Background: an optimization exercise with open tools, aiming at small area. Do not read the settings as production practice.
The RTL was checked by simulation tests, not by an equivalence proof against the original design.

`flow/design.v`:
```
`timescale 1ns / 1ps
module FFT_8pt(
    input clk, reset,
    input [11:0] real_in, imag_in,
    input [2:0] addr_real, addr_imag,
    input wr_en_real, wr_en_imag,
    output [23:0] fft_real_out, fft_imag_out
);
    wire [11:0] mem_real_out, mem_imag_out;
    wire [11:0] parallel_real[0:7], parallel_imag[0:7];
    wire [23:0] fft_result_real[0:7], fft_result_imag[0:7];
    FFT_Memory memory_unit (
        .clk(clk),
        .real_in(real_in),
        .imag_in(imag_in),
        .addr_real(addr_real),
        .addr_imag(addr_imag),
        .wr_en_real(wr_en_real),
        .wr_en_imag(wr_en_imag),
        .real_out(mem_real_out),
        .imag_out(mem_imag_out)
    );
    S2P_Converter s2p_unit (
        .clk(clk),
        .reset(reset),
        .serial_real(mem_real_out),
        .serial_imag(mem_imag_out),
        .parallel_real_0(parallel_real[0]), .parallel_imag_0(parallel_imag[0]),
        .parallel_real_1(parallel_real[1]), .parallel_imag_1(parallel_imag[1]),
        .parallel_real_2(parallel_real[2]), .parallel_imag_2(parallel_imag[2]),
        .parallel_real_3(parallel_real[3]), .parallel_imag_3(parallel_imag[3]),
        .parallel_real_4(parallel_real[4]), .parallel_imag_4(parallel_imag[4]),
        .parallel_real_5(parallel_real[5]), .parallel_imag_5(parallel_imag[5]),
        .parallel_real_6(parallel_real[6]), .parallel_imag_6(parallel_imag[6]),
        .parallel_real_7(parallel_real[7]), .parallel_imag_7(parallel_imag[7])
    );
    FFT_Engine fft_core (
        .in0_real(parallel_real[0]), .in0_imag(parallel_imag[0]),
        .in1_real(parallel_real[1]), .in1_imag(parallel_imag[1]),
        .in2_real(parallel_real[2]), .in2_imag(parallel_imag[2]),
        .in3_real(parallel_real[3]), .in3_imag(parallel_imag[3]),
        .in4_real(parallel_real[4]), .in4_imag(parallel_imag[4]),
        .in5_real(parallel_real[5]), .in5_imag(parallel_imag[5]),
        .in6_real(parallel_real[6]), .in6_imag(parallel_imag[6]),
        .in7_real(parallel_real[7]), .in7_imag(parallel_imag[7]),
        .out0_real(fft_result_real[0]), .out0_imag(fft_result_imag[0]),
        .out1_real(fft_result_real[1]), .out1_imag(fft_result_imag[1]),
        .out2_real(fft_result_real[2]), .out2_imag(fft_result_imag[2]),
        .out3_real(fft_result_real[3]), .out3_imag(fft_result_imag[3]),
        .out4_real(fft_result_real[4]), .out4_imag(fft_result_imag[4]),
        .out5_real(fft_result_real[5]), .out5_imag(fft_result_imag[5]),
        .out6_real(fft_result_real[6]), .out6_imag(fft_result_imag[6]),
        .out7_real(fft_result_real[7]), .out7_imag(fft_result_imag[7])
    );
    P2S_Converter p2s_unit (
        .clk(clk),
        .reset(reset),
        .parallel_real_0(fft_result_real[0]), .parallel_imag_0(fft_result_imag[0]),
        .parallel_real_1(fft_result_real[1]), .parallel_imag_1(fft_result_imag[1]),
        .parallel_real_2(fft_result_real[2]), .parallel_imag_2(fft_result_imag[2]),
        .parallel_real_3(fft_result_real[3]), .parallel_imag_3(fft_result_imag[3]),
        .parallel_real_4(fft_result_real[4]), .parallel_imag_4(fft_result_imag[4]),
        .parallel_real_5(fft_result_real[5]), .parallel_imag_5(fft_result_imag[5]),
        .parallel_real_6(fft_result_real[6]), .parallel_imag_6(fft_result_imag[6]),
        .parallel_real_7(fft_result_real[7]), .parallel_imag_7(fft_result_imag[7]),
        .serial_real(fft_real_out),
        .serial_imag(fft_imag_out)
    );
endmodule
module FFT_Memory(
    input clk,
    input [11:0] real_in, imag_in,
    input [2:0] addr_real, addr_imag,
    input wr_en_real, wr_en_imag,
    output [11:0] real_out, imag_out
);
    reg [11:0] real_mem [0:7];
    reg [11:0] imag_mem [0:7];
    reg [2:0] read_addr_real, read_addr_imag;
    always @(posedge clk) begin
        if(wr_en_real) real_mem[addr_real] <= real_in;
        else read_addr_real <= addr_real;
        if(wr_en_imag) imag_mem[addr_imag] <= imag_in;
        else read_addr_imag <= addr_imag;
    end
    assign real_out = real_mem[read_addr_real];
    assign imag_out = imag_mem[read_addr_imag];
endmodule
module S2P_Converter(
    input clk, reset,
    input [11:0] serial_real, serial_imag,
    output [11:0] parallel_real_0, parallel_imag_0,
    output [11:0] parallel_real_1, parallel_imag_1,
    output [11:0] parallel_real_2, parallel_imag_2,
    output [11:0] parallel_real_3, parallel_imag_3,
    output [11:0] parallel_real_4, parallel_imag_4,
    output [11:0] parallel_real_5, parallel_imag_5,
    output [11:0] parallel_real_6, parallel_imag_6,
    output [11:0] parallel_real_7, parallel_imag_7
);
    reg [3:0] counter;
    reg [11:0] real_shift_reg [0:7];
    reg [11:0] imag_shift_reg [0:7];
    integer i;
    always @(posedge clk or posedge reset) begin
        if(reset) begin
            counter <= 0;
            for(i=0; i<8; i=i+1) begin
                real_shift_reg[i] <= 0;
                imag_shift_reg[i] <= 0;
            end
        end else if(counter < 8) begin
            for(i=7; i>0; i=i-1) begin
                real_shift_reg[i] <= real_shift_reg[i-1];
                imag_shift_reg[i] <= imag_shift_reg[i-1];
            end
            real_shift_reg[0] <= serial_real;
            imag_shift_reg[0] <= serial_imag;
            counter <= counter + 1;
        end
    end
    assign parallel_real_0 = real_shift_reg[7];
    assign parallel_imag_0 = imag_shift_reg[7];
    assign parallel_real_1 = real_shift_reg[6];
    assign parallel_imag_1 = imag_shift_reg[6];
    assign parallel_real_2 = real_shift_reg[5];
    assign parallel_imag_2 = imag_shift_reg[5];
    assign parallel_real_3 = real_shift_reg[4];
    assign parallel_imag_3 = imag_shift_reg[4];
    assign parallel_real_4 = real_shift_reg[3];
    assign parallel_imag_4 = imag_shift_reg[3];
    assign parallel_real_5 = real_shift_reg[2];
    assign parallel_imag_5 = imag_shift_reg[2];
    assign parallel_real_6 = real_shift_reg[1];
    assign parallel_imag_6 = imag_shift_reg[1];
    assign parallel_real_7 = real_shift_reg[0];
    assign parallel_imag_7 = imag_shift_reg[0];
endmodule
module FFT_Engine(
    input [11:0] in0_real, in0_imag,
    input [11:0] in1_real, in1_imag,
    input [11:0] in2_real, in2_imag,
    input [11:0] in3_real, in3_imag,
    input [11:0] in4_real, in4_imag,
    input [11:0] in5_real, in5_imag,
    input [11:0] in6_real, in6_imag,
    input [11:0] in7_real, in7_imag,
    output [23:0] out0_real, out0_imag,
    output [23:0] out1_real, out1_imag,
    output [23:0] out2_real, out2_imag,
    output [23:0] out3_real, out3_imag,
    output [23:0] out4_real, out4_imag,
    output [23:0] out5_real, out5_imag,
    output [23:0] out6_real, out6_imag,
    output [23:0] out7_real, out7_imag
);
    wire signed [12:0] s1_0r, s1_0i, s1_1r, s1_1i;   
    wire signed [12:0] s1_2r, s1_2i, s1_3r, s1_3i;   
    wire signed [12:0] s1_4r, s1_4i, s1_5r, s1_5i;   
    wire signed [12:0] s1_6r, s1_6i, s1_7r, s1_7i;   
    Butterfly_Stage1 bf1_0(
        .in_real_a(in0_real), .in_imag_a(in0_imag),
        .in_real_b(in4_real), .in_imag_b(in4_imag),
        .sum_real(s1_0r), .sum_imag(s1_0i),
        .diff_real(s1_1r), .diff_imag(s1_1i)
    );
    Butterfly_Stage1 bf1_1(
        .in_real_a(in2_real), .in_imag_a(in2_imag),
        .in_real_b(in6_real), .in_imag_b(in6_imag),
        .sum_real(s1_2r), .sum_imag(s1_2i),
        .diff_real(s1_3r), .diff_imag(s1_3i)
    );
    Butterfly_Stage1 bf1_2(
        .in_real_a(in1_real), .in_imag_a(in1_imag),
        .in_real_b(in5_real), .in_imag_b(in5_imag),
        .sum_real(s1_4r), .sum_imag(s1_4i),
        .diff_real(s1_5r), .diff_imag(s1_5i)
    );
    Butterfly_Stage1 bf1_3(
        .in_real_a(in3_real), .in_imag_a(in3_imag),
        .in_real_b(in7_real), .in_imag_b(in7_imag),
        .sum_real(s1_6r), .sum_imag(s1_6i),
        .diff_real(s1_7r), .diff_imag(s1_7i)
    );
    wire signed [13:0] e0r = s1_0r + s1_2r, e0i = s1_0i + s1_2i;
    wire signed [13:0] e2r = s1_0r - s1_2r, e2i = s1_0i - s1_2i;
    wire signed [13:0] e1r = s1_1r + s1_3i, e1i = s1_1i - s1_3r;   
    wire signed [13:0] e3r = s1_1r - s1_3i, e3i = s1_1i + s1_3r;
    wire signed [13:0] o0r = s1_4r + s1_6r, o0i = s1_4i + s1_6i;
    wire signed [13:0] o2r = s1_4r - s1_6r, o2i = s1_4i - s1_6i;
    wire signed [13:0] o1r = s1_5r + s1_7i, o1i = s1_5i - s1_7r;
    wire signed [13:0] o3r = s1_5r - s1_7i, o3i = s1_5i + s1_7r;
    wire signed [26:0] e0r_s = e0r <<< 11, e0i_s = e0i <<< 11;
    wire signed [26:0] e1r_s = e1r <<< 11, e1i_s = e1i <<< 11;
    wire signed [26:0] e2r_s = e2r <<< 11, e2i_s = e2i <<< 11;
    wire signed [26:0] e3r_s = e3r <<< 11, e3i_s = e3i <<< 11;
    wire signed [26:0] t0r = o0r <<< 11, t0i = o0i <<< 11;           
    wire signed [14:0] w1a = o1r + o1i, w1b = o1i - o1r;
    wire signed [26:0] t1r = w1a * 27'sd1448, t1i = w1b * 27'sd1448;  
    wire signed [26:0] t2r = o2i <<< 11, t2i = -(o2r <<< 11);        
    wire signed [14:0] w3a = o3i - o3r, w3b = -(o3r + o3i);
    wire signed [26:0] t3r = w3a * 27'sd1448, t3i = w3b * 27'sd1448;  
    wire signed [26:0] x0r = e0r_s + t0r, x0i = e0i_s + t0i;
    wire signed [26:0] x1r = e1r_s + t1r, x1i = e1i_s + t1i;
    wire signed [26:0] x2r = e2r_s + t2r, x2i = e2i_s + t2i;
    wire signed [26:0] x3r = e3r_s + t3r, x3i = e3i_s + t3i;
    wire signed [26:0] x4r = e0r_s - t0r, x4i = e0i_s - t0i;
    wire signed [26:0] x5r = e1r_s - t1r, x5i = e1i_s - t1i;
    wire signed [26:0] x6r = e2r_s - t2r, x6i = e2i_s - t2i;
    wire signed [26:0] x7r = e3r_s - t3r, x7i = e3i_s - t3i;
    assign out0_real = x0r[26:3]; assign out0_imag = x0i[26:3];
    assign out1_real = x1r[26:3]; assign out1_imag = x1i[26:3];
    assign out2_real = x2r[26:3]; assign out2_imag = x2i[26:3];
    assign out3_real = x3r[26:3]; assign out3_imag = x3i[26:3];
    assign out4_real = x4r[26:3]; assign out4_imag = x4i[26:3];
    assign out5_real = x5r[26:3]; assign out5_imag = x5i[26:3];
    assign out6_real = x6r[26:3]; assign out6_imag = x6i[26:3];
    assign out7_real = x7r[26:3]; assign out7_imag = x7i[26:3];
endmodule
module Butterfly_Stage1(
    input [11:0] in_real_a, in_imag_a,
    input [11:0] in_real_b, in_imag_b,
    output [12:0] sum_real, sum_imag,
    output [12:0] diff_real, diff_imag
);
    assign sum_real = $signed(in_real_a) + $signed(in_real_b);
    assign sum_imag = $signed(in_imag_a) + $signed(in_imag_b);
    assign diff_real = $signed(in_real_a) - $signed(in_real_b);
    assign diff_imag = $signed(in_imag_a) - $signed(in_imag_b);
endmodule
module P2S_Converter(
    input clk, reset,
    input [23:0] parallel_real_0, parallel_imag_0,
    input [23:0] parallel_real_1, parallel_imag_1,
    input [23:0] parallel_real_2, parallel_imag_2,
    input [23:0] parallel_real_3, parallel_imag_3,
    input [23:0] parallel_real_4, parallel_imag_4,
    input [23:0] parallel_real_5, parallel_imag_5,
    input [23:0] parallel_real_6, parallel_imag_6,
    input [23:0] parallel_real_7, parallel_imag_7,
    output reg [23:0] serial_real, serial_imag
);
    reg [2:0] count;
    always @(posedge clk or posedge reset) begin
        if(reset) count <= 0;
        else count <= (count == 7) ? 0 : count + 1;
    end
    always @(*) begin
        case(count)
            0: begin serial_real = parallel_real_0; serial_imag = parallel_imag_0; end
            1: begin serial_real = parallel_real_1; serial_imag = parallel_imag_1; end
            2: begin serial_real = parallel_real_2; serial_imag = parallel_imag_2; end
            3: begin serial_real = parallel_real_3; serial_imag = parallel_imag_3; end
            4: begin serial_real = parallel_real_4; serial_imag = parallel_imag_4; end
            5: begin serial_real = parallel_real_5; serial_imag = parallel_imag_5; end
            6: begin serial_real = parallel_real_6; serial_imag = parallel_imag_6; end
            7: begin serial_real = parallel_real_7; serial_imag = parallel_imag_7; end
        endcase
    end
endmodule
```
`flow/run.sh`:
```
#!/bin/bash
# synth_recipe.tcl (not shown) runs the flow's synth.tcl, then flattens the netlist and writes it again
# the make line also repeats each setting of config.mk as NAME=value (left out here)
make -C /OpenROAD-flow-scripts/flow DESIGN_CONFIG=/design/flow/config.mk WORK_HOME=/design/flow/orfs CLKGATE_MAP_FILE= SYNTH_SCRIPT=/design/flow/synth_recipe.tcl finish
```
`flow/config.mk`:
```
export PLATFORM = sky130hd
export DESIGN_NAME = FFT_8pt
export DESIGN_NICKNAME = FFT_8pt
export VERILOG_FILES = /design/flow/design.v
export SDC_FILE = /design/flow/constraint.sdc
export NUM_CORES = 4
export LEC_CHECK = 0
export CAP_MARGIN = 20
export CORE_MARGIN = 2
export CORE_UTILIZATION = 40
export SLEW_MARGIN = 20
```
`flow/constraint.sdc`:
```
create_clock -name core_clock -period 16.0 [get_ports {clk}]
set_input_delay 3.2000 -clock core_clock [delete_from_list [all_inputs] [get_ports {clk}]]
set_output_delay 3.2000 -clock core_clock [all_outputs]
set_load 0.01 [all_outputs]
```
==> flow_summary.ini <==
[cts]
cts_tree = done
htreeDepth = 2
cts_root_buffer = clkbuf_16
cts_hold_buf = 0
clk_pin_slew_worst_paths_ps = 60
clk_path_buf_depth = 3
clock_latency_ps = 600
cts_sinks = 397
cts_inserted_buffers = 45

[yosys]
synth-compound-area-share_pct = 18.36
synth_area_leaders = ha_1 23%, edfxtp_1 11%, dfrtp_1 9.1%
synth_top_area_share_pct = 22.63
synth_xor_area_share_pct = 10.17
synth-seq-cells = 397
synth-main-ff-cell = dfrtp_1
synth_simple_gate_area_share_pct = 8.940
yosysMostFrequentCell = inv_1
synth_common_cells = 1075 x inv_1, 990 x ha_1, 521 x a21oi_1
synth_warnings = 6
synth-edff-count = 198
synth-async-reset-ratio_pct = 50.13
synth_top_family_by_area = adder cells
muxShareOfSynthArea_pct = 4.085
synth_fa_ha_area_share_pct = 29.98
syn_nets = 7455
yosysSeqAreaShare_pct = 19.96
syn_inst = 6230
synth_top_cell_by_area = ha_1
syn_area_per_cell_um2 = 8.786
ys_types = 103
syn_area_um2 = 54740

[grt]
grt_pass1_vias = 42863
grt_antenna_before_repair = 2
globalRouteOverflowTotal = 0
grt_first_pass_wirelength_mm = 261.2
track_usage_pct = 24.37
grt_start_max_net_pins = 208

[status]
status = finished clean

[min_path]
min_path_type = register to register
hold_depth = 1

[drt]
drt-vias-per-instance = 5.463
vias = 44162
dr.pass1.iters = 6
ant_nets = 0
drt_iter0_markers = 3618
drt-total-wl_mm = 173.9
drcViolationCount = 0
wl_per_cell_um = 21.51

[die]
start_util_pct = 40.36
die_h_um = 373.9
fp-row-count = 135
core_area_um2 = 135600
die_area_um2 = 139800
ios = 82
die_w_um = 373.9

[place]
io_buffers = 81
dp_hpwl_mm = 146.7
post-place-ws_ps = 713.0
dp_cells = 7996
gp_congestion = 0.9948

[worst_setup_path]
cp_slowest_stage_delay_ps = 590
crit_slowest_cell = clkdlybuf4s50_1
cp.required_ps = 12800
startpoint_type = register
r2r_cells = 4
end_kind = primary output
worstPathArrival_ps = 12200
path_max_fanout = 14
cp_common_cell = inv_1
worst-setup-path-type = register to primary output

[timing]
fmax_mhz = 64.96
hold_viol = 0
tightest_slew_ps = 1141
layout_setup_ws_ps = 605.0
slew_viol_final = 0
finalSetupViolations = 0
finalCritPeriodShare_pct = 96.22
clock_skew_ps = 19.43
period_needed_ps = 15400
maxSlewHeadroom_pct = 23.37

[finish]
area.growth.synth_to_final_pct = 8.645
antenna_cells = 0
fillers = 13254
drive_above_1_share_pct = 5.823
nNetsFinal = 7493
fin_cells = 8084

[job]
timing.max_cap.violations = 0
==> cell usage in the layout, fill, tap and decap left out, types with 41 or more instances in the layout <==
master,count
buf_4,63
fa_1,201
a21o_1,79
nand3_1,42
nor3_1,83
nand2b_1,71
mux4_2,48
ha_1,981
nor2b_1,67
edfxtp_1,198
inv_1,1073
clkbuf_16,45
a21oi_1,516
mux2_2,75
clkdlybuf4s50_1,81
o31ai_1,48
nor2_1,326
dfrtp_1,197
o21ai_0,313
xor2_1,148
xnor2_1,469
o21bai_1,202
o21a_1,43
nand2_1,300
a31oi_1,41
==> cell type report <==
cell class	instances	area, um^2	area share (%)
Timing Repair Buffer	146	1331	2.239
Inverter	1079	4058	6.823
Multi-Input combinational cell	4599	39470	66.36
Clock inverter	24	251.5	0.4229
Sequential cell	397	10930	18.38
Tap cell	1781	2228	3.747
Clock buffer	58	1205	2.026
==> repair_timing <==
| item | 4_1_cts | 5_1_grt |
|---|---|---|
| setup endpoints to repair | 0 | 16 |
| gates resized for setup | 0 | 56 |
| setup buffers | 0 | 5 |
==> routing by layer <==
metal | GRT usage, % | vias to the layer above | routed length, um
li1 | - | 21195 | -
met1 | 33.62 | 21443 | 78930
met2 | 39.51 | 1292 | 77330
met3 | 2.354 | 230 | 10090
met4 | 8.930 | 2 | 7549
met5 | 0 | - | 13
==> through the flow <==
| step | TNS (ps) | utilization (%) | hold slack [ps] | area [um^2] |
|---|---|---|---|---|
| 3_5_place_dp | 0 | 42.51 | 489.3 | 57670 |
| 3_3_place_gp | 0 | 42.51 | 463.6 | 57670 |
| 4_1_cts | 0 | 43.59 | 499.5 | 59120 |
| 5_1_grt | -14.87 | 43.84 | 514.9 | 59470 |
| 2_1_floorplan | 0 | - | 446.4 | 54740 |
| 6_report | 0 | 43.84 | 495.5 | 59470 |
==> worst max-delay path: cells and delay by family, from the launching register on <==
family,cells,cell delay (ps)
xor+xnor,3,450
flops,1,360
simple gates,7,1050
buf+inv,8,1090
mux,1,80
fa+ha+maj,10,3940
compound gates,22,4630
==> final timing paths <==
kind / start / to / slack, ps
setup / recovery: s2p_unit.real_shift_reg[4][0] / fft_real_out[23] / 600
hold / removal: s2p_unit.counter[2] / s2p_unit.counter[2] / 500
setup reg to reg: memory_unit.read_addr_real[0] / s2p_unit.real_shift_reg[0][0] / 13820
hold reg to reg: s2p_unit.counter[2] / s2p_unit.counter[2] / 500
max in group asynchronous: reset / p2s_unit.count[2] / 11520
min in group asynchronous: reset / s2p_unit.counter[0] / 3170
==> kinds of logic (layout without fill, tap and decap cells) <==
family / count (synthesis) / after routing
flip-flops: 397 / 397
AND/OR/NAND/NOR: 1040 / 1040
XOR/XNOR: 634 / 634
multiplexers: 154 / 154
AO/OA/AOI/OAI: 1580 / 1580
buffers and inverters: 1234 / 1307
adder cells (fa/ha/maj): 1191 / 1191

separate check: timing with driven ports:
The results above use ideal ports. As a check the final layout listed here was re-extracted and re-timed, cells and wires unchanged.
Step 1 assumes that a clkbuf_16 drives the clock port and a buf_2 every other input.
Step 2 moves the port delays by t, midway between the first and last clock arrival at a register: inputs arrive t later, outputs are due t later. That takes back most of the time a late clock gives input paths.
Slacks: no drivers / after step 1 / after step 2; pairs: no drivers / after step 1.
t (ns): 0.653
setup WS [ns]: 0.605 / 0.543 / 1.197
worst setup path at the end: register to output
clock arrival spread, ns: 0.026 / 0.027
worst register clock-pin slew, ns: 0.08 / 0.08
After both steps setup and hold are still met in this run. The setup slack of this run moves by -0.062 ns with the drivers and by +0.592 ns with both steps.
